What follows belongs to an exercise in optimizing a design on an open flow for small area; a production flow would make more cautious choices. Only simulation tests tie the RTL to the original design; equivalence was not proved. In every run shown here, the design's own scripts or RTL, not TritonCTS, make the clock network. The clock port is modelled as an ideal driver, which makes a skipped or thinned clock tree look cheaper than it is; a real chip needs a root buffer or a tree. Power figures rest on the tool's default switching activity, not on a simulated workload.

$ cat flow/flow/run.sh
#!/bin/bash
# Own layout flow: the standard flow (standard.sh) with an area-oriented synthesis
# (own_synth.tcl), plain buf_1 cells as the port buffers and a small hand-built clock tree (manual_cts.tcl).
set -euo pipefail
W=$(pwd)
F=$W/flow
export OWN_ABC_SCRIPT=$F/abc_area_min.script
CTS_HOOK="PRE_CTS_TCL=$F/manual_cts.tcl"
bash "$W/standard.sh" "SYNTH_SCRIPT=$F/own_synth.tcl" "ADDER_MAP_FILE=" \
  "BUFFER_PORTS_ARGS=-buffer_cell sky130_fd_sc_hd__buf_1" "$CTS_HOOK" finish > "$W/own_flow_make.log" 2>&1
$ cat flow/flow/abc_area_min.script
strash
&get -n
&fraig -x
&put
dc2
strash
&get -n
&deepsyn -T 120
&put
strash
&get -n
&dch -f
&nf -R 1000 -a
&put
$ cat flow/flow/manual_cts.tcl
# PRE_CTS_TCL hook: replaces clock_tree_synthesis with a small hand-built clock tree.
# The clock port drives four clkbuf_16 buffers; the flip-flops are split into four
# groups by location (median splits in x, then in y) and each group is driven by
# the buffer placed at its centre. Every flip-flop sees the same two-level path.
proc clock_tree_synthesis { args } {
  set block [ord::get_db_block]
  set db [ord::get_db]
  set clk [$block findNet sys_clk]
  set master [$db findMaster sky130_fd_sc_hd__clkbuf_16]
  set sinks {}
  foreach it [$clk getITerms] {
    set inst [$it getInst]
    set loc [$inst getLocation]
    lappend sinks [list [lindex $loc 0] [lindex $loc 1] $it]
  }
  set n [llength $sinks]
  puts "manual cts: $n clock sinks"
  set byx [lsort -integer -index 0 $sinks]
  set h [expr {$n / 2}]
  set groups {}
  foreach half [list [lrange $byx 0 [expr {$h - 1}]] [lrange $byx $h end]] {
    set byy [lsort -integer -index 1 $half]
    set m [expr {[llength $byy] / 2}]
    lappend groups [lrange $byy 0 [expr {$m - 1}]]
    lappend groups [lrange $byy $m end]
  }
  set g 0
  foreach grp $groups {
    set sx 0; set sy 0
    foreach s $grp { incr sx [lindex $s 0]; incr sy [lindex $s 1] }
    set cx [expr {$sx / [llength $grp]}]
    set cy [expr {$sy / [llength $grp]}]
    set inst [odb::dbInst_create $block $master "clkbuf_man_$g"]
    set net [odb::dbNet_create $block "clknet_man_$g"]
    $net setSigType CLOCK
    foreach s $grp {
      set it [lindex $s 2]
      $it disconnect
      $it connect $net
    }
    [$inst findITerm A] connect $clk
    [$inst findITerm X] connect $net
    $inst setLocation $cx $cy
    $inst setPlacementStatus PLACED
    puts "manual cts: buffer $g drives [llength $grp] sinks at ($cx, $cy)"
    incr g
  }
  $clk setSigType CLOCK
  global_connect
  set_propagated_clock [all_clocks]
}
$ cat flow/flow/own_synth.tcl
# Standard synthesis (synth_recipe.tcl) with two changes for area: full/half adder
# extraction is skipped, and ABC maps with an area-only script (no buffering or upsizing).
proc synth {args} { yosys synth -nofsm -noshare {*}$args }
proc extract_fa {args} { puts "own flow: extract_fa skipped" }
proc abc {args} {
  set out {}
  set skip 0
  foreach a $args {
    if { $skip } { set skip 0; continue }
    if { $a eq "-script" || $a eq "-constr" || $a eq "-D" } { set skip 1; continue }
    lappend out $a
  }
  puts "own flow: abc -script $::env(OWN_ABC_SCRIPT) $out"
  yosys abc -script $::env(OWN_ABC_SCRIPT) {*}$out
}
source $::env(SCRIPTS_DIR)/synth.tcl
# left out here: clear keep_hierarchy, flatten, clean up, hide names made inside functions, write 1_2_yosys.v
$ cat flow/standard.sh
#!/bin/bash
# synth_recipe.tcl (not shown) runs the flow's synth.tcl, then flattens the netlist and writes it again
# the make line also repeats each setting of config.mk as NAME=value (left out here)
make -C /OpenROAD-flow-scripts/flow DESIGN_CONFIG=/design/flow/config.mk WORK_HOME=/design/flow/orfs CLKGATE_MAP_FILE= SYNTH_SCRIPT=/design/flow/synth_recipe.tcl "${@:-finish}"
$ cat flow/config.mk
export PLATFORM = sky130hd
export DESIGN_NAME = top_czcjj
export DESIGN_NICKNAME = top_czcjj
export VERILOG_FILES = /design/flow/design.v
export SDC_FILE = /design/flow/constraint.sdc
export NUM_CORES = 4
export LEC_CHECK = 0
export CAP_MARGIN = 20
export CORE_MARGIN = 2
export CORE_UTILIZATION = 40
export PLACE_DENSITY = 0.6
export SLEW_MARGIN = 20
$ cat flow/constraint.sdc
create_clock -name core_clock -period 14.0 [get_ports {sys_clk}]
set_input_delay 2.8000 -clock core_clock [delete_from_list [all_inputs] [get_ports {sys_clk}]]
set_output_delay 2.8000 -clock core_clock [all_outputs]
set_load 0.01 [all_outputs]
$ cat flow/design.v
module bcd_inc(input [3:0] d, input c, output [3:0] o, output co);
	assign co   = c & d[3] & d[0];
	assign o[0] = d[0] ^ c;
	assign o[1] = d[1] ^ (c & d[0] & ~d[3]);
	assign o[2] = d[2] ^ (c & d[0] & d[1]);
	assign o[3] = d[3] ^ (c & d[0] & (d[3] | (d[1] & d[2])));
endmodule
module six_inc(input [2:0] d, input c, output [2:0] o, output co);
	assign co   = c & d[2] & d[0];
	assign o[0] = d[0] ^ c;
	assign o[1] = d[1] ^ (c & d[0] & ~d[2]);
	assign o[2] = d[2] ^ (c & d[0] & (d[1] | d[2]));
endmodule
module top_czcjj(
	input sys_clk,
	input reset_n,
	input   [2:0]    key,
	output [3:0] seg_sel,
	output [7:0] seg_led
);
reg [2:0] r_ff;
reg [3:0] k0_ff, k1_ff, k2_ff;
always @(posedge sys_clk) begin
	r_ff  <= {r_ff[1:0],  ~reset_n};
	k0_ff <= {k0_ff[2:0], ~key[0]};
	k1_ff <= {k1_ff[2:0], ~key[1]};
	k2_ff <= {k2_ff[2:0], ~key[2]};
end
wire rst     = &r_ff;
wire stop_ev = (&k0_ff[2:0]) & ~k0_ff[3];           
wire add_ev  = (&k1_ff[3:1]) & ~k1_ff[0];           
wire chd_ev  = (&k2_ff[2:0]) & ~k2_ff[3];           
reg waiting;         
reg [1:0] mode;      
always @(posedge sys_clk) begin
	if (rst) waiting <= 1'b0;
	else if (stop_ev) waiting <= ~waiting;
end
always @(posedge sys_clk) begin
	if (rst) mode <= 2'd0;
	else if (chd_ev) mode <= {mode[0], ~mode[1] & ~mode[0]};
end
reg [5:0] pre;        
wire [5:0] pre_c = {&pre[4:0], &pre[3:0], &pre[2:0], &pre[1:0], pre[0], 1'b1};
wire tick = waiting & (&pre);
always @(posedge sys_clk) begin
	if (rst) pre <= 6'd14;
	else if (waiting) pre <= (pre ^ pre_c) | {2'b00, {3{&pre}}, 1'b0};
end
reg [3:0] s_o; reg [2:0] s_t;
reg [3:0] m_o; reg [2:0] m_t;
wire [3:0] s_o_n, m_o_n; wire [2:0] s_t_n, m_t_n;
wire c_so, c_st, c_mo, c_mt;
bcd_inc u_so(.d(s_o), .c(tick), .o(s_o_n), .co(c_so));
six_inc u_st(.d(s_t), .c(c_so), .o(s_t_n), .co(c_st));
bcd_inc u_mo(.d(m_o), .c(c_st), .o(m_o_n), .co(c_mo));
six_inc u_mt(.d(m_t), .c(c_mo), .o(m_t_n), .co(c_mt));
wire m_ev = c_st;
always @(posedge sys_clk) begin
	if (rst) begin
		s_o <= 4'd0; s_t <= 3'd0; m_o <= 4'd0; m_t <= 3'd0;
	end else begin
		s_o <= s_o_n; s_t <= s_t_n; m_o <= m_o_n; m_t <= m_t_n;
	end
end
reg [15:0] km;
wire [15:0] km_n;
wire k_ev = ~waiting & add_ev;
wire ck0, ck1, ck2, ck3;
bcd_inc u_k0(.d(km[3:0]),   .c(k_ev), .o(km_n[3:0]),   .co(ck0));
bcd_inc u_k1(.d(km[7:4]),   .c(ck0),  .o(km_n[7:4]),   .co(ck1));
bcd_inc u_k2(.d(km[11:8]),  .c(ck1),  .o(km_n[11:8]),  .co(ck2));
bcd_inc u_k3(.d(km[15:12]), .c(ck2),  .o(km_n[15:12]), .co(ck3));
always @(posedge sys_clk) begin
	if (rst) km <= 16'd0;
	else km <= km_n;
end
reg kd1, kd2, md1, md2;
always @(posedge sys_clk) begin
	kd1 <= k_ev & ~rst;
	kd2 <= kd1 & ~rst;
	md1 <= m_ev & ~rst;
	md2 <= md1 & ~rst;
end
wire km_hi0   = ~(|km[15:8]);
wire k_mul5   = ~km[3] & ~km[1] & (km[2] ~^ km[0]);    
wire k_zero   = km_hi0 & ~(|km[7:0]);
wire k_five   = km_hi0 & ~(|km[7:4]) & km[2];
wire k_ten    = km_hi0 & ((km[7:4] == 4'd1) | (km[7:4] == 4'd2) | ((km[7:4] == 4'd3) & ~km[2]));
wire m_zero   = ~(|m_t) & ~(|m_o);
reg [1:0] r3;
always @(posedge sys_clk) begin
	if (rst) r3 <= 2'd0;
	else if (m_ev) r3 <= {r3[0], ~r3[1] & ~r3[0]};
end
wire m_mul3 = ~|r3;
reg [15:0] delta;
always @(*) begin
	delta = 16'h0000;
	if (kd2) begin
		if (k_zero)                 delta = 16'h5999;
		else if (k_mul5 & ~k_five)  delta = k_ten ? 16'h0010 : 16'h0007;
	end else if (md2) begin
		if (m_zero)      delta = 16'h9867;
		else if (m_mul3) delta = 16'h0007;
	end
end
reg [15:0] fare;
reg [15:0] fare_n;
reg [4:0] dsum;
reg cy;
integer i;
always @(*) begin
	cy = 1'b0;
	for (i = 0; i < 4; i = i + 1) begin
		dsum = fare[4*i +: 4] + delta[4*i +: 4] + cy;
		if (dsum > 5'd9) begin
			fare_n[4*i +: 4] = dsum - 5'd10;
			cy = 1'b1;
		end else begin
			fare_n[4*i +: 4] = dsum[3:0];
			cy = 1'b0;
		end
	end
end
always @(posedge sys_clk) begin
	if (rst) fare <= 16'h0030;
	else fare <= fare_n;
end
reg [4:0] q;
wire dri_en = q[4] & ~q[3];
always @(posedge sys_clk) begin
	if (rst) q <= 5'd0;
	else q <= {q[3:0], ~q[4]};
end
reg [3:0] v;           
reg b;                 
always @(posedge sys_clk) begin
	if (rst) begin
		v <= 4'd0; b <= 1'b1;
	end else if (dri_en) begin
		v <= v + 4'd1;
		if (v[1]) b <= 1'b0;
	end
end
wire [1:0] cs = b ? 2'd0 : (v[3:2] - {1'b0, ~|v[1:0]});
reg [3:0] dig;
always @(*) begin
	case (mode)
		2'd0: case (v[3:2])
			2'd0: dig = km[3:0];
			2'd1: dig = km[7:4];
			2'd2: dig = km[11:8];
			default: dig = km[15:12];
		endcase
		2'd1: case (v[3:2])
			2'd0: dig = s_o;
			2'd1: dig = {1'b0, s_t};
			2'd2: dig = m_o;
			default: dig = {1'b0, m_t};
		endcase
		default: case (v[3:2])
			2'd0: dig = fare[3:0];
			2'd1: dig = fare[7:4];
			2'd2: dig = fare[11:8];
			default: dig = fare[15:12];
		endcase
	endcase
end
wire pt = mode[0] ? (cs == 2'd2) : (cs == 2'd1);
reg [3:0] s0, nd, od;
reg pd, odp;
always @(posedge sys_clk) begin
	if (dri_en) begin
		s0 <= dig;
		nd <= s0;
		pd <= ~pt;
		od <= nd;
		odp <= pd;
	end
end
wire [1:0] ss = v[3:2] - {1'b0, ~v[1]};
assign seg_sel = b ? {3'b111, ~|v[1:0]} : ~(4'b0001 << ss);
wire [6:0] seg7 =
	(od == 4'd0) ? 7'b1000000 :
	(od == 4'd1) ? 7'b1111001 :
	(od == 4'd2) ? 7'b0100100 :
	(od == 4'd3) ? 7'b0110000 :
	(od == 4'd4) ? 7'b0011001 :
	(od == 4'd5) ? 7'b0010010 :
	(od == 4'd6) ? 7'b0000010 :
	(od == 4'd7) ? 7'b1111000 :
	(od == 4'd8) ? 7'b0000000 : 7'b0010000;
wire blank = ~|v[1:0];
assign seg_led = b ? {2'b11, {6{blank}}} : {odp, seg7};
endmodule
==> impl_metrics.csv, run 1 <==
group,metric,value,unit
timing,fmaxAchievable,0.195,GHz
die,dieArea,11000,um^2
power,switching_power,233,uW
synthesis,ys_warn_count,1,
placement,port_buffers,16,
drt,via_count,3362,
synthesis,syn-cell-area,4070,um^2
drt,vias_per_cell,5.47,
worst_setup_path,cp-startpoint,"km[15]",
global_route,grt_pass1_wl,14.8,mm
worst_setup_path,worstSetupPathType,"reg -> reg",
drt,drtIter0Drc,285,
timing,worst_pin_slew,0.607,ns
power,clkPwrFrac,17.2,%
timing,period_share,36.6,%
drt,wl_per_cell,14.3,um
synthesis,ys_seq_elements,100,
final_layout,n_antenna_cell,0,
timing,slew_violations,0,
synthesis,syn-instance-count,459,
power,switching_share,33.2,%
clocking,hold_buffers,0,
timing,hold_violations,0,
job,max_cap_viol_count,0,
synthesis,synth-seq-area-share,52.6,%
worst_setup_path,setup.worst_path.start_class,"flop",
timing,rsz0062_at_grt,"no",
clocking,ctsResizeCount,0,
timing,period_minus_slack,5.12,ns
final_layout,drive_above_1_share,1.45,%
placement,dpl_cell_area,4320,um^2
drt,ant_nets,0,
worst_setup_path,worstPathMaxFanout,9,
power,seqPwrFrac,55.1,%
worst_setup_path,worstPathRequired,14.11,ns
die,core,9820,um^2
timing,slew_headroom,59.3,%
drt,route.detailed.drc,0,
global_route,antenna_found_initial,0,
placement,place_congestion,0.854,
power,power_leakage,0.00165,uW
timing,skew,0.0105,ns
synthesis,syn-num-nets,464,
final_layout,fillers,1000,
clocking,post_cts_buffers,0,
worst_setup_path,end_kind,"flop",
worst_setup_path,reg2reg_from,"km[15]",
synthesis,synth.distinct_cells,42,
drt,drt_wl_total,8.77,mm
placement,dp_hpwl,6.26,mm
clocking,worstSkewPairLatency,0.16,ns
drt,dr.pass1.iters,8,
power,power_density,159,nW/um^2
power,power_frac_comb,27.7,%
die,rows,36,
final_layout,areaGrowthSynthToFinish,8.57,%
timing,setup_viol,0,
hold_path,hp-start,"k1_ff[2]",
synthesis,avgSynthCellArea,8.88,um^2
power,vdd_ir_drop_max,0.000117,V
global_route,grt_max_degree,39,
die,initial_utilization,41.5,%
die,fp.dieW,105,um
timing,setup_tns,0,ns
run_status,status,"finished clean",
global_route,first_global_vias,3112,
die,io_pins,17,
global_route,grt_usage,15.8,%
final_layout,nNetsFinal,489,
power,p_int,469,uW
clocking,clk_pin_slew,0.10,ns
die,die_h,105,um
global_route,overflow,0,
final_layout,final_area,4420,um^2
worst_setup_path,worst-endpoint-arrival,5.24,ns
hold_path,hold_class,"reg -> reg",
[final timing paths]
path	endpoint	slack (ns)	cells past startpoint
setup / recovery	fare[13]	8.88	21
hold / removal	k1_ff[3]	0.35	0
setup reg to reg	fare[13]	8.88	21
hold reg to reg	k1_ff[3]	0.35	0
[layer usage]
layer / up-vias / global-route usage (%) / part of all wire (%)
met3: 4 / 1.31 / 4.6
li1: 1716 / - / -
met4: 0 / 1.52 / 0.79
met5: - / 0 / 0
met2: 64 / 27.7 / 47
met1: 1578 / 22.2 / 48
[registers in the layout, indices dropped and copies added (netlist names), 5 cells and up]
signal and flops:
fare 16, km 16, pre 6, q 5
[synth_stat cells]
library cell	number	area share (%)
o22ai_1	6	0.92
dfxtp_1	86	42
o311ai_0	1	0.22
nor4_1	3	0.46
a21oi_1	46	5.7
a31o_1	1	0.22
and2_0	17	2.6
o41ai_1	1	0.22
edfxtp_1	14	10
xnor2_1	6	1.3
and4b_1	1	0.25
o221ai_1	5	1.1
a32oi_1	1	0.22
a41o_1	1	0.25
nand4_1	4	0.61
a22o_1	4	0.86
and3_1	17	2.6
a222oi_1	5	1.2
nor4b_1	1	0.22
or3_1	2	0.31
o31ai_1	2	0.37
o21bai_1	1	0.18
nand3b_1	2	0.37
o21a_1	3	0.55
clkinv_1	13	1.2
a21o_1	2	0.37
and4_1	1	0.22
nand2b_1	2	0.31
xor2_1	5	1.1
o211ai_1	3	0.55
or2_0	6	0.92
nor3_1	18	2.2
nor2_1	50	4.6
nor3b_1	2	0.37
a22oi_1	2	0.37
a31oi_1	3	0.46
nand2_1	47	4.3
maj3_1	1	0.25
nor2b_1	10	1.5
o21ai_0	42	5.2
nand3_1	20	2.5
a211oi_1	2	0.37
[kinds of logic (layout without fill, tap and decap cells)]
| kind of cell | Yosys count | in the layout | share of synthesized area (%) |
|---|---|---|---|
| AND/OR/NAND/NOR | 203 | 203 | 24.4 |
| adder cells (fa/ha/maj) | 1 | 1 | 0.246 |
| AO/OA/AOI/OAI | 131 | 131 | 19.2 |
| XOR/XNOR | 11 | 11 | 2.36 |
| buffers and inverters | 13 | 36 | 1.20 |
| flip-flops | 100 | 100 | 52.6 |
[cell usage in the layout, fill, tap and decap left out, types with 3 or more instances in the layout]
| cell | instances |
|---|---|
| buf_4 | 3 |
| a21oi_1 | 46 |
| dfxtp_1 | 86 |
| edfxtp_1 | 14 |
| nand2_1 | 47 |
| nand4_1 | 4 |
| nor2b_1 | 10 |
| buf_1 | 16 |
| o211ai_1 | 3 |
| nor3_1 | 18 |
| o21ai_0 | 42 |
| o21a_1 | 3 |
| a22o_1 | 4 |
| clkbuf_16 | 4 |
| nor2_1 | 50 |
| o22ai_1 | 6 |
| xor2_1 | 5 |
| o221ai_1 | 5 |
| and3_1 | 17 |
| or2_0 | 6 |
| a31oi_1 | 3 |
| nor4_1 | 3 |
| and2_0 | 17 |
| clkinv_1 | 13 |
| nand3_1 | 20 |
| xnor2_1 | 6 |
| a222oi_1 | 5 |
[power by group through the flow]
stage                     Clock (uW)  Combinational, uW  Sequential (uW)
after floorplan                    0                148              379
after detailed placement           0                194              393
after CTS                        126                195              388
after global routing             135                222              395
final                            121                194              387
after global placement             0                190              392
[critical path, stage by stage (launching register included)]
cell and delay [ns]:
dfxtp_1 0.36, nor4_1 0.29, nand4_1 0.17, a211oi_1 0.43, and2_0 0.41, a41o_1 0.35
a211oi_1 0.17, a32oi_1 0.34, maj3_1 0.28, xor2_1 0.08, nand2_1 0.12, nand3b_1 0.10
o21ai_0 0.14, nand4_1 0.20, a21oi_1 0.25, nor3b_1 0.32, a21oi_1 0.23, a22o_1 0.28
nor2_1 0.16, nand2_1 0.10, o311ai_0 0.11, and3_1 0.19
[layout make-up]
class                           instances  area [um^2]  area share, %
Sequential cell                       100         2140           48.4
Multi-Input combinational cell        346         1880           42.6
Tap cell                              133          166           3.76
Buffer                                  4          100           2.26
Timing Repair Buffer                   19         82.6           1.87
Inverter                               13         48.8           1.10
[through the flow]
stage | total power [uW] | hold slack (ns) | utilization (%) | std cells | setup slack, ns
finish | 703 | 0.350 | 45.0 | 615 | 8.88
global route | 752 | 0.363 | 45.0 | 615 | 8.05
CTS | 709 | 0.355 | 45.0 | 615 | 8.87
detailed placement | 588 | 0.337 | 44.0 | 611 | 8.87
global placement | 582 | 0.330 | 44.0 | 611 | 9.10
floorplan | 527 | 0.323 | - | 459 | 9.61
==> run 2: changes to the inputs <==
--- a/flow/flow/manual_cts.tcl
+++ b/flow/flow/manual_cts.tcl
@@ -1,12 +1,12 @@
 # PRE_CTS_TCL hook: replaces clock_tree_synthesis with a small hand-built clock tree.
-# The clock port drives four clkbuf_16 buffers; the flip-flops are split into four
+# The clock port drives four buf_12 buffers; the flip-flops are split into four
 # groups by location (median splits in x, then in y) and each group is driven by
 # the buffer placed at its centre. Every flip-flop sees the same two-level path.
 proc clock_tree_synthesis { args } {
   set block [ord::get_db_block]
   set db [ord::get_db]
   set clk [$block findNet sys_clk]
-  set master [$db findMaster sky130_fd_sc_hd__clkbuf_16]
+  set master [$db findMaster sky130_fd_sc_hd__buf_12]
   set sinks {}
   foreach it [$clk getITerms] {
     set inst [$it getInst]
--- a/flow/config.mk
+++ b/flow/config.mk
@@ -7,6 +7,6 @@
 export LEC_CHECK = 0
 export CAP_MARGIN = 20
 export CORE_MARGIN = 2
-export CORE_UTILIZATION = 40
-export PLACE_DENSITY = 0.6
+export CORE_UTILIZATION = 70
+export PLACE_DENSITY = 0.85
 export SLEW_MARGIN = 20
==> impl_metrics.csv, run 2 <==
group,metric,value,unit
run_status,status,"finished clean",
timing,hold_violations,0,
synthesis,synth_edf_count,14,
drt,via_count,3588,
clocking,post_cts_buffers,0,
timing,whs,0.354,ns
timing,setup_tns,0,ns
drt,drt_wl_total,9.22,mm
worst_setup_path,end_kind,"flop",
power,vdd_ir_drop_max,0.000148,V
clocking,ctsResizeCount,0,
clocking,hold_buffers,0,
synthesis,synth-adder-area-share,0.246,%
synthesis,synthMostInstantiatedCell,"dfxtp_1",
drt,dr.pass1.iters,8,
timing,slew_violations,0,
placement,port_buffers,16,
synthesis,async_flop_share,0,%
synthesis,syn-num-nets,464,
drt,wl_per_cell,16.6,um
placement,place_congestion,0.921,
synthesis,synth-simple-area-share,24.4,%
timing,slew_headroom,51.0,%
timing,setup_viol,0,
synthesis,synthXorXnorAreaFrac,2.36,%
die,initial_utilization,73.1,%
synthesis,ys_warn_count,1,
global_route,grt_pass1_wl,15.0,mm
global_route,grt_usage,28.8,%
synthesis,syn-instance-count,459,
die,rows,27,
synthesis,dominantRegCellSynth,"dfxtp_1",
global_route,antenna_found_initial,0,
power,power_density,162,nW/um^2
final_layout,drive_above_1_share,1.45,%
clocking,worstSkewPairLatency,0.14,ns
synthesis,syn-cell-area,4070,um^2
timing,period_minus_slack,5.39,ns
synthesis,muxShareOfSynthArea,0,%
hold_path,hold_class,"reg -> reg",
synthesis,yosys-top-cells-count,"dfxtp_1 (86), nor2_1 (50), nand2_1 (47)",
die,dieArea,6450,um^2
timing,worst_pin_slew,0.730,ns
worst_setup_path,worstPathMaxFanout,9,
power,power_leakage,0.00164,uW
final_layout,nNetsFinal,489,
final_layout,layout_commonest_cell,"dfxtp_1",
clocking,clk_pin_slew,0.10,ns
placement,dpl_cell_area,4250,um^2
synthesis,synth.area.top_cells,"dfxtp_1 (42%), edfxtp_1 (10%), a21oi_1 (5.7%), o21ai_0 (5.2%), nor2_1 (4.6%)",
die,die_h,80.3,um
synthesis,synth_top_area_share,42.3,%
synthesis,synth-seq-area-share,52.6,%
die,fp.dieW,80.3,um
job,max_cap_viol_count,0,
timing,skew,0.0130,ns
final_layout,n_antenna_cell,0,
synthesis,synth.distinct_cells,42,
final_layout,areaGrowthSynthToFinish,6.20,%
synthesis,ys_seq_elements,100,
timing,rsz0062_at_grt,"no",
global_route,overflow,0,
final_layout,post-route-util,77.6,%
synthesis,synth_top_family_by_area,"simple AND/OR/NAND/NOR gates",
drt,route.detailed.drc,0,
synthesis,avgSynthCellArea,8.88,um^2
drt,vias_per_cell,6.48,
global_route,grt_max_degree,30,
final_layout,final_area,4330,um^2
synthesis,synth_compound_area_share,19.2,%
final_layout,reg_top3,"fare x16, km x16, pre x6",
drt,drtIter0Drc,298,
worst_setup_path,worstSetupPathType,"reg -> reg",
timing,fmaxAchievable,0.186,GHz
die,core,5570,um^2
timing,period_share,38.5,%
placement,dp_hpwl,6.45,mm
die,io_pins,17,
global_route,first_global_vias,3295,
synthesis,synth_area_leader_cell,"dfxtp_1",
worst_setup_path,worst-endpoint-arrival,5.46,ns
final_layout,final_cell_mix,"dfxtp_1 (86), nor2_1 (50), nand2_1 (47)",
drt,ant_nets,0,
worst_setup_path,setup.worst_path.start_class,"flop",
worst_setup_path,worstPathRequired,14.07,ns
## run 2: power by group
| group | leakage (uW) | internal (uW) | total (uW) | switching, uW |
|---|---|---|---|---|
| sequential | 0.000836 | 340 | 389 | 49.1 |
| combinational | 0.000762 | 77.1 | 200 | 122 |
| clock | 0.0000376 | 46.5 | 114 | 67.5 |
| total | 0.00164 | 464 | 703 | 239 |
## run 2: cell families (layout without fill, tap and decap cells)
logic type      count (synthesis)  count (layout)
xor+xnor                       11              11
compound gates                131             131
simple gates                  203             203
flops                         100             100
fa+ha+maj                       1               1
buf+inv                        13              36
## run 2: layer usage
| layer | up-vias | track usage [%] | wire length (um) |
|---|---|---|---|
| met1 | 1664 | 37.4 | 3840 |
| met3 | 31 | 2.81 | 663 |
| li1 | 1725 | - | - |
| met4 | 0 | 9.32 | 259 |
| met5 | - | 0 | 0 |
| met2 | 168 | 50.3 | 4460 |
## run 2: worst max-delay path, stage by stage, from the launching register on
cell and delay (ns):
dfxtp_1 0.36, nor4_1 0.31, nand4_1 0.15, a211oi_1 0.42, and2_0 0.45, a41o_1 0.36
a211oi_1 0.19, a32oi_1 0.37, maj3_1 0.30, xor2_1 0.09, nand2_1 0.12, nand3b_1 0.12
o21ai_0 0.17, nand4_1 0.20, a21oi_1 0.26, nor3b_1 0.34, a21oi_1 0.24, a22o_1 0.29
nor2_1 0.17, nand2_1 0.12, and3_1 0.18, nor3_1 0.11
## run 2: layout make-up
type | instances | area (um^2)
Buffer | 4 | 80.1
Fill cell | 394 | 1250
Inverter | 13 | 48.8
Multi-Input combinational cell | 346 | 1880
Sequential cell | 100 | 2140
Tap cell | 72 | 90.1
Timing Repair Buffer | 19 | 82.6
## run 2: worst paths after layout
| path | from | endpoint | slack (ns) | depth (start not counted) |
|---|---|---|---|---|
| max | km[15] | fare[14] | 8.61 | 21 |
| min | k2_ff[0] | k2_ff[1] | 0.35 | 0 |
| max reg2reg | km[15] | fare[14] | 8.61 | 21 |
| min reg2reg | k2_ff[0] | k2_ff[1] | 0.35 | 0 |
## run 2: per-stage QoR
stage / instances / worst slack (ns) / total power [uW]
after floorplan: 459 / 9.61 / 527
after global placement: 550 / 9.20 / 576
after detailed placement: 550 / 8.79 / 588
after CTS: 554 / 8.76 / 698
after global routing: 554 / 8.09 / 742
final: 554 / 8.61 / 703
==> run 3: changes to the inputs <==
--- a/flow/config.mk
+++ b/flow/config.mk
@@ -7,6 +7,6 @@
 export LEC_CHECK = 0
 export CAP_MARGIN = 20
 export CORE_MARGIN = 2
-export CORE_UTILIZATION = 70
-export PLACE_DENSITY = 0.85
+export CORE_UTILIZATION = 40
+export PLACE_DENSITY = 0.6
 export SLEW_MARGIN = 20
==> impl_metrics.csv, run 3 <==
group,metric,value,unit
run_status,status,"finished clean",
placement,dpl_cell_area,4320,um^2
worst_setup_path,crit_end,"fare[13]",
power,power_leakage,0.00164,uW
worst_setup_path,setup.worst_path.start_class,"flop",
timing,period_share,36.8,%
synthesis,synth-seq-area-share,52.6,%
synthesis,avgSynthCellArea,8.88,um^2
drt,dr.pass1.iters,5,
drt,via_count,3357,
die,initial_utilization,41.5,%
die,die_h,105,um
final_layout,drive_above_1_share,1.45,%
global_route,grt_pass1_wl,14.8,mm
die,dieArea,11000,um^2
final_layout,nNetsFinal,489,
timing,layout_setup_ws,8.84,ns
worst_setup_path,cp-startpoint,"km[15]",
placement,dp_hpwl,6.26,mm
clocking,clk_pin_slew,0.10,ns
power,vdd_ir_drop_max,0.000118,V
placement,place_congestion,0.854,
worst_setup_path,worstPathCellList,"nor4_1 > nand4_1 > a211oi_1 > and2_0 > a41o_1 > a211oi_1 > a32oi_1 > maj3_1 > xor2_1 > nand2_1 > nand3b_1 > o21ai_0 > nand4_1 > a21oi_1 > nor3b_1 > a21oi_1 > a22o_1 > nor2_1 > nand2_1 > o311ai_0 > and3_1",
final_layout,areaGrowthSynthToFinish,8.08,%
final_layout,multiInputGateArea,1880,um^2
timing,period_minus_slack,5.16,ns
worst_setup_path,cp_slowest_cell,"a211oi_1",
synthesis,synth_edf_count,14,
clocking,worstSkewPairLatency,0.13,ns
power,switching_power,233,uW
global_route,grt_usage,15.8,%
power,clkPwrFrac,16.5,%
final_layout,fillers,1004,
timing,setup_viol,0,
synthesis,dominantRegCellSynth,"dfxtp_1",
power,p_int,464,uW
timing,setup_tns,0,ns
worst_setup_path,max_stage_delay,0.43,ns
final_layout,final_area,4400,um^2
worst_setup_path,reg2reg_slack,8.84,ns
synthesis,syn-num-nets,464,
synthesis,yosys-top-cells-count,"dfxtp_1 (86), nor2_1 (50), nand2_1 (47)",
synthesis,synth.area.top_cells,"dfxtp_1 (42%), edfxtp_1 (10%), a21oi_1 (5.7%), o21ai_0 (5.2%), nor2_1 (4.6%)",
clocking,post_cts_buffers,0,
clocking,hold_buffers,0,
drt,drtIter0Drc,281,
worst_setup_path,worstSetupPathType,"reg -> reg",
timing,worst_pin_slew,0.612,ns
timing,fmaxAchievable,0.194,GHz
timing,whs,0.351,ns
worst_setup_path,reg2reg_from,"km[15]",
die,io_pins,17,
synthesis,synthMostInstantiatedCell,"dfxtp_1",
power,power_frac_comb,27.9,%
synthesis,syn-instance-count,459,
global_route,antenna_found_initial,0,
synthesis,synth_top_area_share,42.3,%
drt,ant_nets,0,
die,rows,36,
hold_path,hold_class,"reg -> reg",
synthesis,async_flop_share,0,%
power,power,697,uW
final_layout,register_area,2140,um^2
power,switching_share,33.5,%
timing,skew,0.0105,ns
clocking,ctsResizeCount,0,
final_layout,final_cell_mix,"dfxtp_1 (86), nor2_1 (50), nand2_1 (47)",
worst_setup_path,end_kind,"flop",
worst_setup_path,worst_r2r_endpoint,"fare[13]",
synthesis,ys_warn_count,1,
timing,hold_violations,0,
worst_setup_path,reg2reg_depth,21,
global_route,first_global_vias,3112,
power,power_density,158,nW/um^2
worst_setup_path,worst-endpoint-arrival,5.24,ns
die,core,9820,um^2
final_layout,layout_commonest_cell,"dfxtp_1",
timing,slew_violations,0,
synthesis,ys_seq_elements,100,
worst_setup_path,worstPathRequired,14.09,ns
global_route,grt_max_degree,39,
drt,route.detailed.drc,0,
worst_setup_path,worstPathMaxFanout,9,
synthesis,synth_area_leader_cell,"dfxtp_1",
power,seqPwrFrac,55.6,%
global_route,overflow,0,
final_layout,n_antenna_cell,0,
final_layout,reg_top3,"fare x16, km x16, pre x6",
placement,port_buffers,16,
drt,vias_per_cell,5.46,
die,fp.dieW,105,um
synthesis,synth.distinct_cells,42,
timing,rsz0062_at_grt,"no",
drt,drt_wl_total,8.77,mm
job,max_cap_viol_count,0,
placement,post-place-ws,8.87,ns
drt,wl_per_cell,14.3,um
synthesis,syn-cell-area,4070,um^2
timing,slew_headroom,59.0,%
[run 3: cell counts after synthesis]
No cell type changed its count.
[run 3: final cells by class]
| cell class | instances | area share (%) |
|---|---|---|
| sequential | 100 | 48.7 |
| multi-input combinational | 346 | 42.8 |
| tap | 133 | 3.78 |
| timing repair buffer | 19 | 1.88 |
| buffer | 4 | 1.82 |
| inverter | 13 | 1.11 |
[run 3: metrics by stage]
step / util, % / std cells
CTS: 44.8 / 615
detailed placement: 44.0 / 611
global placement: 44.0 / 611
floorplan: - / 459
finish: 44.8 / 615
global route: 44.8 / 615
[run 3: kinds of logic after synthesis]
| kind of cell | after synthesis | synth area share, % |
|---|---|---|
| AOI/OAI and AO/OA | 131 | 19.2 |
| xor gates and xnor gates | 11 | 2.36 |
| adders and majority gates | 1 | 0.246 |
| buffers and inverters | 13 | 1.20 |
| DFF | 100 | 52.6 |
| and+or+nand+nor | 203 | 24.4 |
[run 3: power by group through the flow]
stage	Sequential [uW]	Clock, uW	Combinational [uW]
floorplan	379	0	148
global placement	392	0	190
detailed placement	393	0	194
CTS	388	120	195
global route	395	129	222
finish	388	115	194
[run 3: worst max-delay path: cells and delay by family (launching register included)]
family,cells,cell delay (ns)
and+or+nand+nor,10,2.07
AOI/OAI and AO/OA,9,2.32
DFF,1,0.36
xor gates and xnor gates,1,0.08
adders and majority gates,1,0.28
[run 3: worst min-delay path by stage]
| stage | depth (start not counted) | to | start |
|---|---|---|---|
| after floorplan | 0 | k1_ff[3] | k1_ff[2] |
| after global placement | 0 | k1_ff[3] | k1_ff[2] |
| after detailed placement | 0 | k2_ff[1] | k2_ff[0] |
| after CTS | 0 | k1_ff[3] | k1_ff[2] |
| after global routing | 0 | k1_ff[3] | k1_ff[2] |
| final | 0 | k1_ff[3] | k1_ff[2] |
[run 3: per-layer routing]
metal	wire (um)	global-route usage (%)
met5	0	0
met4	68	1.52
met3	354	1.31
met2	4100	27.7
met1	4250	22.2
==> run 4: changes to the inputs <==
--- a/flow/flow/manual_cts.tcl
+++ b/flow/flow/manual_cts.tcl
@@ -1,12 +1,13 @@
 # PRE_CTS_TCL hook: replaces clock_tree_synthesis with a small hand-built clock tree.
-# The clock port drives four buf_12 buffers; the flip-flops are split into four
+# The clock port drives four buffers (buf_12 for the most spread group, buf_8 for the others); the flip-flops are split into four
 # groups by location (median splits in x, then in y) and each group is driven by
 # the buffer placed at its centre. Every flip-flop sees the same two-level path.
 proc clock_tree_synthesis { args } {
   set block [ord::get_db_block]
   set db [ord::get_db]
   set clk [$block findNet sys_clk]
-  set master [$db findMaster sky130_fd_sc_hd__buf_12]
+  set m8 [$db findMaster sky130_fd_sc_hd__buf_8]
+  set m12 [$db findMaster sky130_fd_sc_hd__buf_12]
   set sinks {}
   foreach it [$clk getITerms] {
     set inst [$it getInst]
@@ -24,8 +25,19 @@
     lappend groups [lrange $byy 0 [expr {$m - 1}]]
     lappend groups [lrange $byy $m end]
   }
+  # the group with the largest half-perimeter gets the stronger buffer
+  set wide 0; set wmax -1; set k 0
+  foreach grp $groups {
+    set xs {}; set ys {}
+    foreach s $grp { lappend xs [lindex $s 0]; lappend ys [lindex $s 1] }
+    set xs [lsort -integer $xs]; set ys [lsort -integer $ys]
+    set hp [expr {[lindex $xs end] - [lindex $xs 0] + [lindex $ys end] - [lindex $ys 0]}]
+    if { $hp > $wmax } { set wmax $hp; set wide $k }
+    incr k
+  }
   set g 0
   foreach grp $groups {
+    set master [expr {$g == $wide ? $m12 : $m8}]
     set sx 0; set sy 0
     foreach s $grp { incr sx [lindex $s 0]; incr sy [lindex $s 1] }
     set cx [expr {$sx / [llength $grp]}]
==> impl_metrics.csv, run 4 <==
group,metric,value,unit
hold_path,hp-start,"k1_ff[2]",
final_layout,final_cell_mix,"dfxtp_1 (86), nor2_1 (50), nand2_1 (47)",
synthesis,dominantRegCellSynth,"dfxtp_1",
clocking,ctsResizeCount,0,
worst_setup_path,worstPathCellList,"nor4_1 > nand4_1 > a211oi_1 > and2_0 > a41o_1 > a211oi_1 > a32oi_1 > maj3_1 > xor2_1 > nand2_1 > nand3b_1 > o21ai_0 > nand4_1 > a21oi_1 > nor3b_1 > a21oi_1 > a22o_1 > nor2_1 > nand2_1 > o311ai_0 > and3_1",
synthesis,avgSynthCellArea,8.88,um^2
drt,vias_per_cell,5.46,
placement,dpl_cell_area,4320,um^2
clocking,clk_pin_slew,0.12,ns
worst_setup_path,worstPathRequired,14.09,ns
timing,period_minus_slack,5.20,ns
placement,place_congestion,0.854,
drt,wl_per_cell,14.3,um
global_route,grt_usage,15.9,%
final_layout,reg_top3,"fare x16, km x16, pre x6",
global_route,first_global_vias,3105,
drt,dr.pass1.iters,5,
final_layout,layout_commonest_cell,"dfxtp_1",
synthesis,synth_edf_count,14,
timing,fmaxAchievable,0.192,GHz
drt,ant_nets,0,
power,p_int,453,uW
timing,setup_viol,0,
worst_setup_path,max_stage_delay,0.43,ns
worst_setup_path,worstSetupPathType,"reg -> reg",
run_status,status,"finished clean",
worst_setup_path,path_depth,21,
clocking,worstSkewPairLatency,0.15,ns
synthesis,yosys-top-cells-count,"dfxtp_1 (86), nor2_1 (50), nand2_1 (47)",
worst_setup_path,worst-endpoint-arrival,5.29,ns
timing,whs,0.350,ns
worst_setup_path,worst_r2r_endpoint,"fare[13]",
placement,port_buffers,16,
timing,worst_pin_slew,0.624,ns
power,seqPwrFrac,56.4,%
worst_setup_path,reg2reg_from,"km[15]",
synthesis,syn-num-nets,464,
die,rows,36,
power,power_frac_comb,28.3,%
placement,dp_hpwl,6.26,mm
worst_setup_path,path_buf_inv,0,
final_layout,nNetsFinal,489,
power,power_leakage,0.00163,uW
synthesis,ys_warn_count,1,
timing,period_share,37.1,%
power,vdd_ir_drop_max,0.000115,V
job,max_cap_viol_count,0,
power,switching_share,34.0,%
die,fp.dieW,105,um
die,initial_utilization,41.5,%
global_route,antenna_found_initial,0,
drt,drtIter0Drc,306,
timing,skew,0.0121,ns
drt,via_count,3357,
power,clkPwrFrac,15.3,%
worst_setup_path,end_kind,"flop",
synthesis,synthMostInstantiatedCell,"dfxtp_1",
global_route,grt_pass1_wl,14.8,mm
worst_setup_path,reg2reg_depth,21,
worst_setup_path,setup.worst_path.start_class,"flop",
clocking,hold_buffers,0,
timing,slew_violations,0,
timing,setup_tns,0,ns
die,dieArea,11000,um^2
final_layout,drive_above_1_share,1.45,%
worst_setup_path,reg2reg_slack,8.80,ns
synthesis,ys_seq_elements,100,
drt,drt_wl_total,8.80,mm
die,io_pins,17,
global_route,grt_max_degree,39,
worst_setup_path,worstPathMaxFanout,9,
global_route,overflow,0,
die,die_h,105,um
clocking,post_cts_buffers,0,
worst_setup_path,cp_slowest_cell,"a211oi_1",
synthesis,syn-cell-area,4070,um^2
final_layout,fillers,1003,
synthesis,syn-instance-count,459,
final_layout,final_area,4390,um^2
final_layout,post-route-util,44.7,%
final_layout,areaGrowthSynthToFinish,7.71,%
synthesis,synth_area_leader_cell,"dfxtp_1",
power,switching_power,234,uW
die,core,9820,um^2
synthesis,synth.area.top_cells,"dfxtp_1 (42%), edfxtp_1 (10%), a21oi_1 (5.7%), o21ai_0 (5.2%), nor2_1 (4.6%)",
worst_setup_path,crit_family,"compound AO/OA/AOI/OAI gates",
timing,rsz0062_at_grt,"no",
hold_path,hold_class,"reg -> reg",
synthesis,async_flop_share,0,%
drt,route.detailed.drc,0,
final_layout,n_antenna_cell,0,
power,power_density,157,nW/um^2
worst_setup_path,crit_end,"fare[13]",
worst_setup_path,cp-startpoint,"km[15]",
timing,hold_violations,0,
synthesis,synth_top_area_share,42.3,%
timing,slew_headroom,58.3,%
synthesis,synth-seq-area-share,52.6,%
synthesis,synth.distinct_cells,42,
[run 4: cell counts after synthesis]
Identical to the previous run, type by type.
[run 4: cells by family after synthesis]
family,after synthesis,share of synthesized area (%)
compound gates,131,19.2
xor+xnor,11,2.36
fa+ha+maj,1,0.246
buf+inv,13,1.20
flops,100,52.6
simple gates,203,24.4
[run 4: final cells by class]
cell class	instances	area [um^2]	share of cell area (%)
repair buffers	19	82.6	1.88
multi-input cells	346	1880	42.9
flip-flops and latches	100	2140	48.8
well taps	133	166	3.79
inverters	13	48.8	1.11
plain buffers	4	65.1	1.48
[run 4: how the worst min path moves through the flow]
stage	to	slack, ns	cells after the start
floorplan	k1_ff[3]	0.32	0
detailed placement	k2_ff[1]	0.34	0
CTS	k1_ff[3]	0.36	0
finish	k1_ff[3]	0.35	0
global placement	k1_ff[3]	0.33	0
global route	k1_ff[3]	0.36	0
[run 4: power by group through the flow]
stage,Clock (uW),Combinational (uW),Sequential [uW]
2_1_floorplan,0,148,379
3_3_place_gp,0,190,392
3_5_place_dp,0,194,393
4_1_cts,110,195,388
5_1_grt,119,222,395
6_report,105,194,388
[run 4: per-stage QoR]
step / setup slack, ns / total power, uW / cells
floorplan: 9.61 / 527 / 459
global placement: 9.10 / 582 / 611
detailed placement: 8.87 / 588 / 611
CTS: 8.84 / 692 / 615
global route: 8.01 / 736 / 615
finish: 8.80 / 687 / 615
[run 4: metal layers]
metal,routed length (um),GRT usage [%]
met1,4340,22.2
met2,4110,27.6
met3,228,0.873
met4,115,2.19
met5,0,0
==> run 5: changes to the inputs <==
--- a/flow/flow/run.sh
+++ b/flow/flow/run.sh
@@ -6,5 +6,7 @@
 F=$W/flow
 export OWN_ABC_SCRIPT=$F/abc_area_min.script
 CTS_HOOK="PRE_CTS_TCL=$F/manual_cts.tcl"
+# the platform's don't-use cells plus the larger buffers, so that repairs use small ones
+DU="sky130_fd_sc_hd__probe_p_8 sky130_fd_sc_hd__probec_p_8 sky130_fd_sc_hd__lpflow_bleeder_1 sky130_fd_sc_hd__lpflow_clkbufkapwr_1 sky130_fd_sc_hd__lpflow_clkbufkapwr_16 sky130_fd_sc_hd__lpflow_clkbufkapwr_2 sky130_fd_sc_hd__lpflow_clkbufkapwr_4 sky130_fd_sc_hd__lpflow_clkbufkapwr_8 sky130_fd_sc_hd__lpflow_clkinvkapwr_1 sky130_fd_sc_hd__lpflow_clkinvkapwr_16 sky130_fd_sc_hd__lpflow_clkinvkapwr_2 sky130_fd_sc_hd__lpflow_clkinvkapwr_4 sky130_fd_sc_hd__lpflow_clkinvkapwr_8 sky130_fd_sc_hd__lpflow_decapkapwr_12 sky130_fd_sc_hd__lpflow_decapkapwr_3 sky130_fd_sc_hd__lpflow_decapkapwr_4 sky130_fd_sc_hd__lpflow_decapkapwr_6 sky130_fd_sc_hd__lpflow_decapkapwr_8 sky130_fd_sc_hd__lpflow_inputiso0n_1 sky130_fd_sc_hd__lpflow_inputiso0p_1 sky130_fd_sc_hd__lpflow_inputiso1n_1 sky130_fd_sc_hd__lpflow_inputiso1p_1 sky130_fd_sc_hd__lpflow_inputisolatch_1 sky130_fd_sc_hd__lpflow_isobufsrc_1 sky130_fd_sc_hd__lpflow_isobufsrc_16 sky130_fd_sc_hd__lpflow_isobufsrc_2 sky130_fd_sc_hd__lpflow_isobufsrc_4 sky130_fd_sc_hd__lpflow_isobufsrc_8 sky130_fd_sc_hd__lpflow_isobufsrckapwr_16 sky130_fd_sc_hd__lpflow_lsbuf_lh_hl_isowell_tap_1 sky130_fd_sc_hd__lpflow_lsbuf_lh_hl_isowell_tap_2 sky130_fd_sc_hd__lpflow_lsbuf_lh_hl_isowell_tap_4 sky130_fd_sc_hd__lpflow_lsbuf_lh_isowell_4 sky130_fd_sc_hd__lpflow_lsbuf_lh_isowell_tap_1 sky130_fd_sc_hd__lpflow_lsbuf_lh_isowell_tap_2 sky130_fd_sc_hd__lpflow_lsbuf_lh_isowell_tap_4 sky130_fd_sc_hd__buf_4 sky130_fd_sc_hd__buf_6 sky130_fd_sc_hd__buf_8 sky130_fd_sc_hd__buf_12 sky130_fd_sc_hd__buf_16 sky130_fd_sc_hd__bufbuf_8 sky130_fd_sc_hd__bufbuf_16 sky130_fd_sc_hd__clkbuf_4 sky130_fd_sc_hd__clkbuf_8 sky130_fd_sc_hd__clkbuf_16"
 bash "$W/standard.sh" "SYNTH_SCRIPT=$F/own_synth.tcl" "ADDER_MAP_FILE=" \
-  "BUFFER_PORTS_ARGS=-buffer_cell sky130_fd_sc_hd__buf_1" "$CTS_HOOK" finish > "$W/own_flow_make.log" 2>&1
+  "BUFFER_PORTS_ARGS=-buffer_cell sky130_fd_sc_hd__buf_1" "$CTS_HOOK" "DONT_USE_CELLS=$DU" finish > "$W/own_flow_make.log" 2>&1
--- a/flow/flow/manual_cts.tcl
+++ b/flow/flow/manual_cts.tcl
@@ -1,13 +1,12 @@
 # PRE_CTS_TCL hook: replaces clock_tree_synthesis with a small hand-built clock tree.
-# The clock port drives four buffers (buf_12 for the most spread group, buf_8 for the others); the flip-flops are split into four
+# The clock port drives four buf_12 buffers; the flip-flops are split into four
 # groups by location (median splits in x, then in y) and each group is driven by
 # the buffer placed at its centre. Every flip-flop sees the same two-level path.
 proc clock_tree_synthesis { args } {
   set block [ord::get_db_block]
   set db [ord::get_db]
   set clk [$block findNet sys_clk]
-  set m8 [$db findMaster sky130_fd_sc_hd__buf_8]
-  set m12 [$db findMaster sky130_fd_sc_hd__buf_12]
+  set master [$db findMaster sky130_fd_sc_hd__buf_12]
   set sinks {}
   foreach it [$clk getITerms] {
     set inst [$it getInst]
@@ -25,19 +24,8 @@
     lappend groups [lrange $byy 0 [expr {$m - 1}]]
     lappend groups [lrange $byy $m end]
   }
-  # the group with the largest half-perimeter gets the stronger buffer
-  set wide 0; set wmax -1; set k 0
-  foreach grp $groups {
-    set xs {}; set ys {}
-    foreach s $grp { lappend xs [lindex $s 0]; lappend ys [lindex $s 1] }
-    set xs [lsort -integer $xs]; set ys [lsort -integer $ys]
-    set hp [expr {[lindex $xs end] - [lindex $xs 0] + [lindex $ys end] - [lindex $ys 0]}]
-    if { $hp > $wmax } { set wmax $hp; set wide $k }
-    incr k
-  }
   set g 0
   foreach grp $groups {
-    set master [expr {$g == $wide ? $m12 : $m8}]
     set sx 0; set sy 0
     foreach s $grp { incr sx [lindex $s 0]; incr sy [lindex $s 1] }
     set cx [expr {$sx / [llength $grp]}]
==> impl_metrics.csv, run 5 <==
group,metric,value,unit
synthesis,synth_edf_count,14,
die,io_pins,17,
die,rows,36,
timing,setup_viol,0,
global_route,antenna_found_initial,0,
hold_path,hold_class,"reg -> reg",
final_layout,final_cell_mix,"dfxtp_1 (86), nor2_1 (50), nand2_1 (47)",
timing,worst_pin_slew,0.906,ns
synthesis,synth.area.top_cells,"dfxtp_1 (42%), edfxtp_1 (10%), a21oi_1 (5.7%), o21ai_0 (5.2%), nor2_1 (4.6%)",
worst_setup_path,max_stage_delay,0.45,ns
synthesis,syn-num-nets,464,
worst_setup_path,reg2reg_depth,21,
drt,dr.pass1.iters,5,
final_layout,reg_top3,"fare x16, km x16, pre x6",
final_layout,register_area,2140,um^2
timing,skew,0.0136,ns
timing,fmaxAchievable,0.192,GHz
final_layout,areaGrowthSynthToFinish,7.80,%
drt,via_count,3362,
power,seqPwrFrac,55.5,%
die,fp.dieW,105,um
global_route,first_global_vias,3171,
worst_setup_path,cp_slowest_cell,"a211oi_1",
final_layout,n_antenna_cell,0,
placement,dp_hpwl,6.34,mm
run_status,status,"finished clean",
worst_setup_path,worstSetupPathType,"reg -> reg",
synthesis,synthMostInstantiatedCell,"dfxtp_1",
timing,period_share,37.3,%
clocking,ctsResizeCount,0,
power,power_frac_comb,27.9,%
final_layout,nNetsFinal,489,
timing,slew_headroom,39.6,%
power,switching_power,235,uW
synthesis,avgSynthCellArea,8.88,um^2
final_layout,fillers,1010,
drt,ant_nets,0,
synthesis,synth-seq-area-share,52.6,%
clocking,worstSkewPairLatency,0.14,ns
synthesis,syn-cell-area,4070,um^2
worst_setup_path,worst_r2r_endpoint,"fare[14]",
hold_path,hp-start,"k2_ff[1]",
hold_path,holdPathEnd,"k2_ff[2]",
clocking,post_cts_buffers,0,
die,initial_utilization,41.5,%
power,clkPwrFrac,16.6,%
worst_setup_path,setup.worst_path.start_class,"flop",
drt,wl_per_cell,14.1,um
worst_setup_path,reg2reg_slack,8.78,ns
power,power,698,uW
worst_setup_path,worstPathCellList,"nor4_1 > nand4_1 > a211oi_1 > and2_0 > a41o_1 > a211oi_1 > a32oi_1 > maj3_1 > xor2_1 > nand2_1 > nand3b_1 > o21ai_0 > nand4_1 > a21oi_1 > nor3b_1 > a21oi_1 > a22o_1 > nor2_1 > nand2_1 > and3_1 > nor3_1",
final_layout,multiInputGateArea,1880,um^2
job,max_cap_viol_count,0,
clocking,clk_pin_slew,0.10,ns
worst_setup_path,worstPathRequired,14.06,ns
power,power_density,159,nW/um^2
placement,place_congestion,0.865,
timing,setup_tns,0,ns
drt,drtIter0Drc,258,
drt,drt_wl_total,8.69,mm
global_route,grt_max_degree,26,
synthesis,syn-instance-count,459,
global_route,grt_pass1_wl,14.9,mm
synthesis,dominantRegCellSynth,"dfxtp_1",
power,vdd_ir_drop_max,0.0000909,V
power,p_int,463,uW
hold_path,hold_depth,0,
global_route,grt_usage,15.8,%
drt,vias_per_cell,5.47,
synthesis,synth_area_leader_cell,"dfxtp_1",
worst_setup_path,end_kind,"flop",
power,switching_share,33.6,%
timing,slew_violations,0,
clocking,hold_buffers,0,
synthesis,synth_top_area_share,42.3,%
synthesis,async_flop_share,0,%
global_route,overflow,0,
timing,rsz0062_at_grt,"no",
die,die_h,105,um
drt,route.detailed.drc,0,
final_layout,drive_above_1_share,0.830,%
die,core,9820,um^2
synthesis,ys_warn_count,1,
worst_setup_path,worst-endpoint-arrival,5.28,ns
synthesis,ys_seq_elements,100,
power,power_leakage,0.00162,uW
timing,period_minus_slack,5.22,ns
synthesis,yosys-top-cells-count,"dfxtp_1 (86), nor2_1 (50), nand2_1 (47)",
timing,hold_violations,0,
worst_setup_path,worstPathMaxFanout,9,
worst_setup_path,reg2reg_from,"km[11]",
synthesis,synth.distinct_cells,42,
final_layout,layout_commonest_cell,"dfxtp_1",
die,dieArea,11000,um^2
placement,port_buffers,16,
## run 5: cell counts after synthesis
Identical to the previous run, type by type.
## run 5: cell families after synthesis
group	synth area share [%]
xor gates and xnor gates	2.36
AOI/OAI and AO/OA	19.2
DFF	52.6
buffers and inverters	1.20
and+or+nand+nor	24.4
adders and majority gates	0.246
## run 5: worst max-delay path, delay by kind of cell (launching register included)
kind	cells	cell delay, ns
flops	1	0.35
simple gates	11	2.17
compound gates	8	2.26
xor+xnor	1	0.08
fa+ha+maj	1	0.28
## run 5: worst max-delay path by stage
stage                start  endpoint  slack (ns)  cells after the start
floorplan           km[11]  fare[14]        9.61                     21
global placement    km[11]  fare[14]        9.09                     21
detailed placement  km[11]  fare[14]        8.76                     21
CTS                 km[11]  fare[14]        8.76                     21
global route        km[11]  fare[14]        8.21                     21
finish              km[11]  fare[14]        8.78                     21
## run 5: area by class of cell
type / instances / area share, %
inverters: 13 / 1.11
repair buffers: 19 / 1.62
flip-flops and latches: 100 / 48.8
well taps: 133 / 3.79
plain buffers: 4 / 1.82
multi-input cells: 346 / 42.9
## run 5: power groups by stage
stage / Clock, uW / Sequential [uW] / Combinational [uW]
final: 116 / 387 / 195
after global routing: 129 / 394 / 220
after CTS: 120 / 387 / 195
after detailed placement: 0 / 392 / 195
after global placement: 0 / 393 / 190
after floorplan: 0 / 379 / 148
## run 5: through the flow
step / util, % / cells / cell area, um^2 / hold slack [ns] / setup WS [ns]
after floorplan: - / 459 / 4070 / 0.323 / 9.61
after global placement: 43.9 / 611 / 4310 / 0.329 / 9.09
after detailed placement: 43.9 / 611 / 4310 / 0.335 / 8.76
after CTS: 44.7 / 615 / 4390 / 0.357 / 8.76
after global routing: 44.7 / 615 / 4390 / 0.361 / 8.21
final: 44.7 / 615 / 4390 / 0.353 / 8.78
## run 5: layer usage
layer / global-route usage (%) / share of wire [%] / wire, um / vias up
li1: - / - / - / 1733
met2: 28.0 / 47 / 4090 / 66
met1: 21.8 / 48 / 4210 / 1557
met4: 1.43 / 0.76 / 66 / 0
met3: 1.31 / 3.7 / 320 / 6
met5: 0 / 0 / 0 / -
==> run 6: changes to the inputs <==
--- a/flow/flow/run.sh
+++ b/flow/flow/run.sh
@@ -9,4 +9,4 @@
 # the platform's don't-use cells plus the larger buffers, so that repairs use small ones
 DU="sky130_fd_sc_hd__probe_p_8 sky130_fd_sc_hd__probec_p_8 sky130_fd_sc_hd__lpflow_bleeder_1 sky130_fd_sc_hd__lpflow_clkbufkapwr_1 sky130_fd_sc_hd__lpflow_clkbufkapwr_16 sky130_fd_sc_hd__lpflow_clkbufkapwr_2 sky130_fd_sc_hd__lpflow_clkbufkapwr_4 sky130_fd_sc_hd__lpflow_clkbufkapwr_8 sky130_fd_sc_hd__lpflow_clkinvkapwr_1 sky130_fd_sc_hd__lpflow_clkinvkapwr_16 sky130_fd_sc_hd__lpflow_clkinvkapwr_2 sky130_fd_sc_hd__lpflow_clkinvkapwr_4 sky130_fd_sc_hd__lpflow_clkinvkapwr_8 sky130_fd_sc_hd__lpflow_decapkapwr_12 sky130_fd_sc_hd__lpflow_decapkapwr_3 sky130_fd_sc_hd__lpflow_decapkapwr_4 sky130_fd_sc_hd__lpflow_decapkapwr_6 sky130_fd_sc_hd__lpflow_decapkapwr_8 sky130_fd_sc_hd__lpflow_inputiso0n_1 sky130_fd_sc_hd__lpflow_inputiso0p_1 sky130_fd_sc_hd__lpflow_inputiso1n_1 sky130_fd_sc_hd__lpflow_inputiso1p_1 sky130_fd_sc_hd__lpflow_inputisolatch_1 sky130_fd_sc_hd__lpflow_isobufsrc_1 sky130_fd_sc_hd__lpflow_isobufsrc_16 sky130_fd_sc_hd__lpflow_isobufsrc_2 sky130_fd_sc_hd__lpflow_isobufsrc_4 sky130_fd_sc_hd__lpflow_isobufsrc_8 sky130_fd_sc_hd__lpflow_isobufsrckapwr_16 sky130_fd_sc_hd__lpflow_lsbuf_lh_hl_isowell_tap_1 sky130_fd_sc_hd__lpflow_lsbuf_lh_hl_isowell_tap_2 sky130_fd_sc_hd__lpflow_lsbuf_lh_hl_isowell_tap_4 sky130_fd_sc_hd__lpflow_lsbuf_lh_isowell_4 sky130_fd_sc_hd__lpflow_lsbuf_lh_isowell_tap_1 sky130_fd_sc_hd__lpflow_lsbuf_lh_isowell_tap_2 sky130_fd_sc_hd__lpflow_lsbuf_lh_isowell_tap_4 sky130_fd_sc_hd__buf_4 sky130_fd_sc_hd__buf_6 sky130_fd_sc_hd__buf_8 sky130_fd_sc_hd__buf_12 sky130_fd_sc_hd__buf_16 sky130_fd_sc_hd__bufbuf_8 sky130_fd_sc_hd__bufbuf_16 sky130_fd_sc_hd__clkbuf_4 sky130_fd_sc_hd__clkbuf_8 sky130_fd_sc_hd__clkbuf_16"
 bash "$W/standard.sh" "SYNTH_SCRIPT=$F/own_synth.tcl" "ADDER_MAP_FILE=" \
-  "BUFFER_PORTS_ARGS=-buffer_cell sky130_fd_sc_hd__buf_1" "$CTS_HOOK" "DONT_USE_CELLS=$DU" finish > "$W/own_flow_make.log" 2>&1
+  "BUFFER_PORTS_ARGS=-buffer_cell sky130_fd_sc_hd__buf_1" "$CTS_HOOK" "DONT_USE_CELLS=$DU" "SYNTH_OPERATIONS_ARGS=-noabc" finish > "$W/own_flow_make.log" 2>&1
==> flow/flow/abc_area_min.script (replaced) <==
strash
&get -n
&fraig -x
&put
dc2
strash
&get -n
&deepsyn -T 120
&put
strash
&get -n
&dch -f
&nf -R 1000 -a
&put
strash
&get -n
&dch -f
&nf -R 1000 -a
&put
==> impl_metrics.csv, run 6 <==
group,metric,value,unit
power,clkPwrFrac,17.1,%
power,switching_share,33.0,%
drt,ant_nets,0,
synthesis,synth_top_family_by_area,"simple AND/OR/NAND/NOR gates",
die,fp.dieW,104,um
die,initial_utilization,41.1,%
drt,via_count,3223,
hold_path,holdPathEnd,"k1_ff[1]",
placement,dpl_cell_area,4250,um^2
placement,post-place-ws,8.31,ns
placement,place_congestion,0.840,
placement,dp_hpwl,5.84,mm
power,seqPwrFrac,56.2,%
power,power_leakage,0.00167,uW
power,power_frac_comb,26.7,%
clocking,hold_buffers,0,
timing,rsz0062_at_grt,"no",
synthesis,synth_edf_count,14,
global_route,grt_pass1_wl,14.2,mm
timing,setup_viol,0,
clocking,ctsResizeCount,0,
synthesis,synth-simple-area-share,21.3,%
run_status,status,"finished clean",
drt,drtIter0Drc,263,
synthesis,yosys-top-cells-count,"dfxtp_1 (86), a21oi_1 (61), nor2_1 (51)",
final_layout,nNetsFinal,479,
job,max_cap_viol_count,0,
die,core,9770,um^2
drt,drt_wl_total,8.24,mm
hold_path,hp-start,"k1_ff[0]",
worst_setup_path,end_kind,"flop",
global_route,grt_usage,15.0,%
timing,worst_pin_slew,0.929,ns
synthesis,synth-seq-area-share,53.3,%
placement,port_buffers,16,
final_layout,n_antenna_cell,0,
synthesis,synth-adder-area-share,0.249,%
synthesis,synth_compound_area_share,19.3,%
hold_path,hold_depth,0,
clocking,post_cts_buffers,0,
final_layout,final_cell_mix,"dfxtp_1 (86), a21oi_1 (61), nor2_1 (51)",
clocking,clk_pin_slew,0.10,ns
synthesis,syn-instance-count,449,
die,die_h,104,um
drt,wl_per_cell,13.6,um
timing,fmaxAchievable,0.171,GHz
worst_setup_path,worstSetupPathType,"reg -> reg",
worst_setup_path,worst_r2r_endpoint,"fare[13]",
timing,slew_violations,0,
power,vdd_ir_drop_max,0.0000731,V
synthesis,synth_top_area_share,42.9,%
synthesis,synthMostInstantiatedCell,"dfxtp_1",
worst_setup_path,setup.worst_path.start_class,"flop",
drt,dr.pass1.iters,5,
global_route,first_global_vias,3079,
global_route,antenna_found_initial,0,
final_layout,reg_top3,"fare x16, km x16, pre x6",
synthesis,syn-cell-area,4020,um^2
power,p_int,452,uW
worst_setup_path,reg2reg_depth,26,
worst_setup_path,reg2reg_slack,8.16,ns
synthesis,synthXorXnorAreaFrac,3.49,%
worst_setup_path,reg2reg_from,"km[7]",
synthesis,muxShareOfSynthArea,0.997,%
power,power_density,156,nW/um^2
final_layout,multiInputGateArea,1820,um^2
worst_setup_path,cp_common_cell,"nand2_1",
synthesis,synth.distinct_cells,36,
synthesis,dominantRegCellSynth,"dfxtp_1",
die,dieArea,10900,um^2
drt,vias_per_cell,5.33,
worst_setup_path,max_stage_delay,0.52,ns
worst_setup_path,worst-endpoint-arrival,5.87,ns
timing,setup_tns,0,ns
timing,slew_headroom,37.8,%
final_layout,final_area,4330,um^2
power,switching_power,223,uW
synthesis,synth.area.top_cells,"dfxtp_1 (43%), edfxtp_1 (10%), a21oi_1 (7.6%), nor2_1 (4.8%), o21ai_0 (4.7%)",
final_layout,register_area,2140,um^2
worst_setup_path,worstPathRequired,14.03,ns
placement,post-place-cells,601,
drt,route.detailed.drc,0,
final_layout,drive_above_1_share,1.06,%
global_route,overflow,0,
timing,period_minus_slack,5.84,ns
final_layout,layoutNonFillerInstCount,605,
synthesis,ys_seq_elements,100,
synthesis,ys_warn_count,1,
final_layout,layout_commonest_cell,"dfxtp_1",
synthesis,synth_area_leader_cell,"dfxtp_1",
timing,skew,0.00511,ns
worst_setup_path,worstPathMaxFanout,7,
synthesis,avgSynthCellArea,8.94,um^2
synthesis,syn-num-nets,454,
timing,hold_violations,0,
synthesis,async_flop_share,0,%
timing,period_share,41.7,%
clocking,worstSkewPairLatency,0.13,ns
global_route,grt_max_degree,28,
final_layout,fillers,943,
hold_path,hold_class,"reg -> reg",
die,rows,36,
die,io_pins,17,
timing,whs,0.353,ns
timing,layout_setup_ws,8.16,ns
final_layout,areaGrowthSynthToFinish,7.95,%
worst_setup_path,cp_slowest_cell,"or4_1",
[run 6: layer usage]
layer / wire length [um] / track usage (%)
met1: 4100 / 21.1
met2: 3700 / 25.7
met3: 303 / 0.877
met4: 144 / 3.19
met5: 0 / 0
[run 6: how the worst max path moves through the flow]
stage | cells past startpoint | slack (ns) | startpoint | to
CTS | 26 | 8.21 | km[7] | fare[13]
global placement | 28 | 8.59 | km[7] | fare[13]
finish | 26 | 8.16 | km[7] | fare[13]
global route | 27 | 7.35 | km[7] | fare[13]
floorplan | 27 | 8.81 | km[7] | fare[13]
detailed placement | 27 | 8.31 | km[7] | fare[13]
[run 6: layout make-up]
| cell class | count | area share (%) |
|---|---|---|
| sequential | 100 | 49.4 |
| inverter | 14 | 1.21 |
| tap | 133 | 3.84 |
| timing repair buffer | 19 | 1.65 |
| multi-input combinational | 335 | 42.0 |
| buffer | 4 | 1.85 |
[run 6: power groups by stage]
stage	sequential (uW)	clock (uW)	combinational [uW]
2_1_floorplan	373	0	138
3_3_place_gp	385	0	176
3_5_place_dp	386	0	179
4_1_cts	379	118	181
5_1_grt	387	130	208
6_report	380	115	180
[run 6: logic make-up after synthesis]
kind of cell,Yosys count
DFF,100
buffers and inverters,14
AOI/OAI and AO/OA,133
and+or+nand+nor,181
adders and majority gates,1
xor gates and xnor gates,16
muxes,4
[run 6: stage by stage]
stage                     util (%)  power, uW
after CTS                     44.3        679
after detailed placement      43.5        565
after global placement        43.5        561
final                         44.3        676
after global routing          44.3        726
after floorplan                  -        511
[run 6: worst max-delay path, delay by kind of cell, from the launching register on]
| family | cells | cell delay, ns |
|---|---|---|
| and+or+nand+nor | 15 | 2.83 |
| adders and majority gates | 1 | 0.41 |
| DFF | 1 | 0.37 |
| buffers and inverters | 1 | 0.09 |
| xor gates and xnor gates | 1 | 0.20 |
| AOI/OAI and AO/OA | 8 | 1.86 |

re-timing with driven ports:
How much do the figures lean on ideal ports? The routed layouts below were timed once more, with nothing changed but the port constraints.
Step 1: set_driving_cell puts a clkbuf_16 on sys_clk and a buf_2 on each other input, an assumption about the parent block.
Step 2 adds t to the input delays and takes it off the output delays; t is the mean of the earliest and latest rising clock arrival at the registers after step 1. Input paths then give back, and output paths get back, about the clock's delay inside the block.
a / b / c = no drivers / after step 1 / after step 2; a / b = the first two.
run | shift t [ns] | setup slack, ns | cell pins on the clock port's net
run 1 | 0.231 | 8.876 / 8.876 / 8.876 | 4
run 2 | 0.212 | 8.612 / 8.612 / 8.612 | 4
run 3 | 0.214 | 8.845 / 8.845 / 8.845 | 4
run 4 | 0.220 | 8.800 / 8.800 / 8.800 | 4
run 5 | 0.219 | 8.782 / 8.782 / 8.782 | 4
run 6 | 0.216 | 8.157 / 8.158 / 8.158 | 4
After both steps setup and hold are still met in every run listed.
